This design comes from an exercise in tuning for small area on the open sky130 flow, not from production work.
Only simulation tests tie the RTL to the original design; equivalence was not proved.

== indigo ==
## puf_core
module puf_core #(
    parameter PUF_WIDTH = 256,
    parameter ENTROPY_TARGET = 512000,
    parameter RING_OSC_COUNT = 128,
    parameter CHALLENGE_WIDTH = 128,
    parameter TEMPERATURE_SENSORS = 16,
    parameter VOLTAGE_SENSORS = 8,
    parameter TAMPER_SENSORS = 32
) (
    input  wire                           clk_sys,
    input  wire                           rst_n,
    input  wire                           enable,
    input  wire [CHALLENGE_WIDTH-1:0]    challenge,
    output wire [PUF_WIDTH-1:0]          response,
    output reg                            response_valid,
    output wire [31:0]                    entropy_data,
    output wire                           entropy_valid,
    input  wire                           entropy_ready,
    output wire [15:0]                    entropy_rate,
    output wire [7:0]                     temperature,
    output wire [7:0]                     voltage_level,
    output wire                           tamper_detected,
    output wire                           puf_healthy,
    output wire [255:0]                   divine_seal,
    output wire                           moral_compliance,
    input  wire                           security_lock,
    output wire                           kill_switch_detect,
    output wire                           self_destruct,
    output wire [RING_OSC_COUNT-1:0]      ring_osc_enable,
    input  wire [RING_OSC_COUNT-1:0]      ring_osc_out,
    input  wire [TEMPERATURE_SENSORS-1:0] temp_sensor_data,
    input  wire [VOLTAGE_SENSORS-1:0]     volt_sensor_data,
    input  wire [TAMPER_SENSORS-1:0]      tamper_sensors
);
export LEC_CHECK = 0
export ABC_AREA = 1
export CAP_MARGIN = 20
export CORE_AREA = 5 5 355 355
export DIE_AREA = 0 0 360 360
export SLEW_MARGIN = 20
create_clock -name core_clock -period 10.0 [get_ports {clk_sys}]
standard.sh (not shown) runs the stock make flow with config.mk's settings and CLKGATE_MAP_FILE= SYNTH_SCRIPT=/design/flow/synth_recipe.tcl, a recipe that flattens the netlist after the stock synthesis.
==> flow/flow/run.sh <==
#!/bin/bash
# The standard layout (standard.sh) with three changes:
#  1. after the standard synthesis, the combinational logic is re-mapped by
#     ABC (flow/resynth.ys); flip-flops, their names and cell types stay;
#  2. port buffers use buf_1 instead of the resizer's default pick (every
#     port still gets its own buffer);
#  3. CTS uses clkbuf_8 with sink clusters of at most 16 and inserts no
#     dummy loads;
#  4. each tie cell drives up to 4 constant-1 and 4 constant-0 outputs
#     (flow/pair_ties.py), so tie fan-out repair is skipped.
# Each tool's full output goes to a log file in this folder; ORFS also keeps
# its per-step logs under orfs/logs.
set -euo pipefail
WORK=$PWD
R=$WORK/orfs/results/$FLOW_PLATFORM/puf_core/base
LIB=$FLOW_HOME/platforms/$FLOW_PLATFORM/lib/sky130_fd_sc_hd__tt_025C_1v80.lib
ARGS=(
  "SKIP_REPAIR_TIE_FANOUT=1"
  "BUFFER_PORTS_ARGS=-buffer_cell sky130_fd_sc_hd__buf_1"
  "CTS_ARGS=-sink_clustering_enable -repair_clock_nets -dont_use_dummy_load -buf_list {sky130_fd_sc_hd__clkbuf_8} -sink_clustering_size 16 -sink_clustering_max_diameter 80"
)
bash standard.sh "${ARGS[@]}" synth > flow_synth.log 2>&1
cp "$R/1_2_yosys.v" "$WORK/standard_synth.v"
sed -e "s#@LIB@#$LIB#g" -e "s#@IN@#$WORK/standard_synth.v#" \
    -e "s#@OUT@#$WORK/resynth.v#" -e "s#@ABC@#$WORK/flow/resynth.abc#" \
    flow/resynth.ys > resynth_run.ys
yosys -l resynth.log -q resynth_run.ys > /dev/null 2>&1
python3 flow/pair_ties.py "$WORK/resynth.v" 4 > pair_ties.log 2>&1
cp "$WORK/resynth.v" "$R/1_2_yosys.v"
rm -f "$R/1_synth.odb" "$R/1_synth.sdc"
bash standard.sh "${ARGS[@]}" finish > flow_make.log 2>&1
==> flow/flow/pair_ties.py <==
#!/usr/bin/env python3
"""Merge tie cells: sky130 conb_1 has both a HI and a LO output, so one cell
can drive constant-1 and constant-0 nets at once, and each output may drive
several ports (no timing arcs; max capacitance 1.9 pF). Each merged cell
drives up to GROUP constant-1 and GROUP constant-0 nets of ports with
neighbouring names. Reads and rewrites the netlist given as argv[1]."""
import re
import sys

path = sys.argv[1]
GROUP = int(sys.argv[2]) if len(sys.argv) > 2 else 1
text = open(path).read()
pat = re.compile(r"  sky130_fd_sc_hd__conb_1 (\S+) \(\n    \.(HI|LO)\(([^()]*)\)\n  \);\n")
his, los = [], []
for m in pat.finditer(text):
    (his if m.group(2) == "HI" else los).append(m)

# a tie net may reach its port through a buffer: order by the port's name
thru = {a: x for a, x in re.findall(
    r"sky130_fd_sc_hd__buf_\d+ \S+ \(\n    \.A\(([^()]*)\),\n    \.X\(([^()]*)\)\n  \);", text)}

def key(m):
    # order by the bit index of the net name when there is one
    n = thru.get(m.group(3), m.group(3))
    g = re.search(r"\[(\d+)\]", n)
    return (n.split("[")[0], int(g.group(1)) if g else -1, n)

his.sort(key=key)
los.sort(key=key)
drop = set()
merged = {}
rename = {}
hgroups = [his[i:i + GROUP] for i in range(0, len(his), GROUP)]
lgroups = [los[i:i + GROUP] for i in range(0, len(los), GROUP)]
for k in range(max(len(hgroups), len(lgroups))):
    hg = hgroups[k] if k < len(hgroups) else []
    lg = lgroups[k] if k < len(lgroups) else []
    keep = (hg or lg)[0]
    pins = []
    if hg:
        pins.append(f"    .HI({hg[0].group(3)})")
        for m in hg[1:]:
            rename[m.group(3)] = hg[0].group(3)
    if lg:
        pins.append(f"    .LO({lg[0].group(3)})")
        for m in lg[1:]:
            rename[m.group(3)] = lg[0].group(3)
    merged[keep.start()] = (
        f"  sky130_fd_sc_hd__conb_1 {keep.group(1)} (\n" + ",\n".join(pins) + "\n  );\n"
    )
    for m in hg + lg:
        if m is not keep:
            drop.add(m.start())
out, pos = [], 0
for m in sorted(his + los, key=lambda m: m.start()):
    out.append(text[pos:m.start()])
    if m.start() in merged:
        out.append(merged[m.start()])
    elif m.start() not in drop:
        out.append(m.group(0))
    pos = m.end()
out.append(text[pos:])
text = "".join(out)
# the dropped cells' nets now take the kept cell's net (and their declarations go)
for old, new in rename.items():
    esc = re.escape(old)
    text = re.sub(r"  wire " + esc + r";\n", "", text)
    text = re.sub(r"(?<![\w$\\])" + esc + r"(?![\w$])", new, text)
open(path, "w").write(text)
print(f"tie cells: {len(his)} HI, {len(los)} LO -> {len(his) + len(los) - len(drop)} cells (group {GROUP})")
==> flow/flow/resynth.abc <==
strash; &get -n; &fraig -x; &put; scorr; dc2; strash; &get -n; &dch -f; &nf -R 1000; &put
==> flow/flow/resynth.ys <==
# Re-map the combinational logic of the standard synthesis netlist with ABC.
# Flip-flops are kept as they are (same instances, names and cell types).
read_liberty -ignore_miss_func @LIB@
blackbox sky130_fd_sc_hd__df*
read_verilog @IN@
hierarchy -top puf_core
flatten
rename -hide w:*.*
opt -purge
abc -liberty @LIB@ -dont_use *lpflow* -dont_use *probe* -script @ABC@
splitnets
opt_clean -purge
hilomap -hicell sky130_fd_sc_hd__conb_1 HI -locell sky130_fd_sc_hd__conb_1 LO
insbuf -buf sky130_fd_sc_hd__buf_4 A X
opt_clean -purge
stat -liberty @LIB@
write_verilog -noattr -nohex -nodec @OUT@
What ended indigo was a tool error in netlist read-in after synthesis (1_synth); the run never finished.
The following lists how xenon was set up differently from indigo:
--- a/flow/design.v
+++ b/flow/design.v
@@ -44,60 +44,53 @@
     always @(posedge clk_sys) chal_q <= challenge;
     always @(posedge clk_sys or negedge rst_n) begin
         if (!rst_n) act_n_q <= 1'b1;
         else        act_n_q <= ~active;
     end
     assign ring_osc_enable = ~{128{act_n_q}} & (chal_q ^ DIVINE_FOUNDATION[127:0]);
     reg  [3:0]   response_stage;
-    localparam [127:0] ACC_INIT = RESP_K[127:0] ^ ~RESP_D;
-    reg  [127:0] acc;
-    reg  [127:0] resp_q;
+    reg  [127:0] acc;        
+    reg  [127:0] resp_lo;
     reg          resp_unloaded;    
     wire [127:0] sample;
-    wire         resp_load = active && (response_stage == 4'd15);
     genvar g;
     generate
         for (g = 0; g < 128; g = g + 1) begin : g_sample
             assign sample[g] = challenge[g] ? ring_osc_out[(g + 1) % 128] : ring_osc_out[g];
         end
     endgenerate
     wire keep = (response_stage == 4'd13) || (response_stage == 4'd14) || (response_stage == 4'd15);
     wire acc_en = active && ((response_stage == 4'd13) || (response_stage == 4'd14));
     always @(posedge clk_sys) begin
-        acc <= keep ? (acc ^ (sample & {128{acc_en}})) : ACC_INIT;
+        acc <= keep ? (acc ^ (sample & {128{acc_en}})) : RESP_K[127:0];
     end
     always @(posedge clk_sys or negedge rst_n) begin
         if (!rst_n) begin
             response_stage <= 4'b0;
+            resp_lo <= 128'b0;
             resp_unloaded <= 1'b1;
             response_valid <= 1'b0;
         end else if (active) begin
             response_stage <= response_stage + 1'b1;
             response_valid <= (response_stage == 4'd15);
-            if (response_stage == 4'd15)
+            if (response_stage == 4'd15) begin
+                resp_lo <= acc;
                 resp_unloaded <= 1'b0;
+            end
         end else begin
             response_valid <= 1'b0;
         end
     end
+    assign response[127:0]   = resp_lo;
     generate
-        for (g = 0; g < 128; g = g + 1) begin : g_resp
-            if (RESP_D[g]) begin : g_diff
-                always @(posedge clk_sys or negedge rst_n) begin
-                    if (!rst_n)         resp_q[g] <= 1'b0;
-                    else if (resp_load) resp_q[g] <= acc[g];
-                end
-                assign response[g]       = resp_q[g];
-                assign response[128 + g] = ~(resp_unloaded | resp_q[g]);
+        for (g = 0; g < 128; g = g + 1) begin : g_resp_hi
+            if (RESP_D[g]) begin : g_inv
+                assign response[128 + g] = ~(resp_unloaded | resp_lo[g]);
             end else begin : g_same
-                always @(posedge clk_sys) begin
-                    if (resp_load) resp_q[g] <= acc[g];
-                end
-                assign response[g]       = ~(resp_unloaded | resp_q[g]);
-                assign response[128 + g] = response[g];
+                assign response[128 + g] = resp_lo[g];
             end
         end
     endgenerate
     reg  [4:0]  entropy_shift_reg;
     reg         entropy_data_valid;
     reg  [31:0] entropy_output_reg;
     reg  [4:0]  entropy_bit_counter;
xenon: PASS, flow complete, no timing, DRC or antenna violations.

[port drivers added, routing unchanged]
The results above use ideal ports. As a check the final layout listed here was re-extracted and re-timed, cells and wires unchanged. Step 1, drivers: a clkbuf_16 drives clk_sys and a buf_2 each remaining input, both assumed. Step 2 also shifts input and output timing later by t, the mid clock arrival at the registers, as if the neighbouring blocks saw the same clock. a / b / c = ideal ports / drivers / drivers and shift; a / b = the first two.
run: xenon
t, ns: 0.706
setup slack, ns: 4.953 / 4.898 / 4.750
worst data-port slew with drivers (ns): 0.31
After both steps setup and hold are still met in xenon. The setup slack of xenon moves by -0.055 ns with the drivers and by -0.203 ns with both steps.
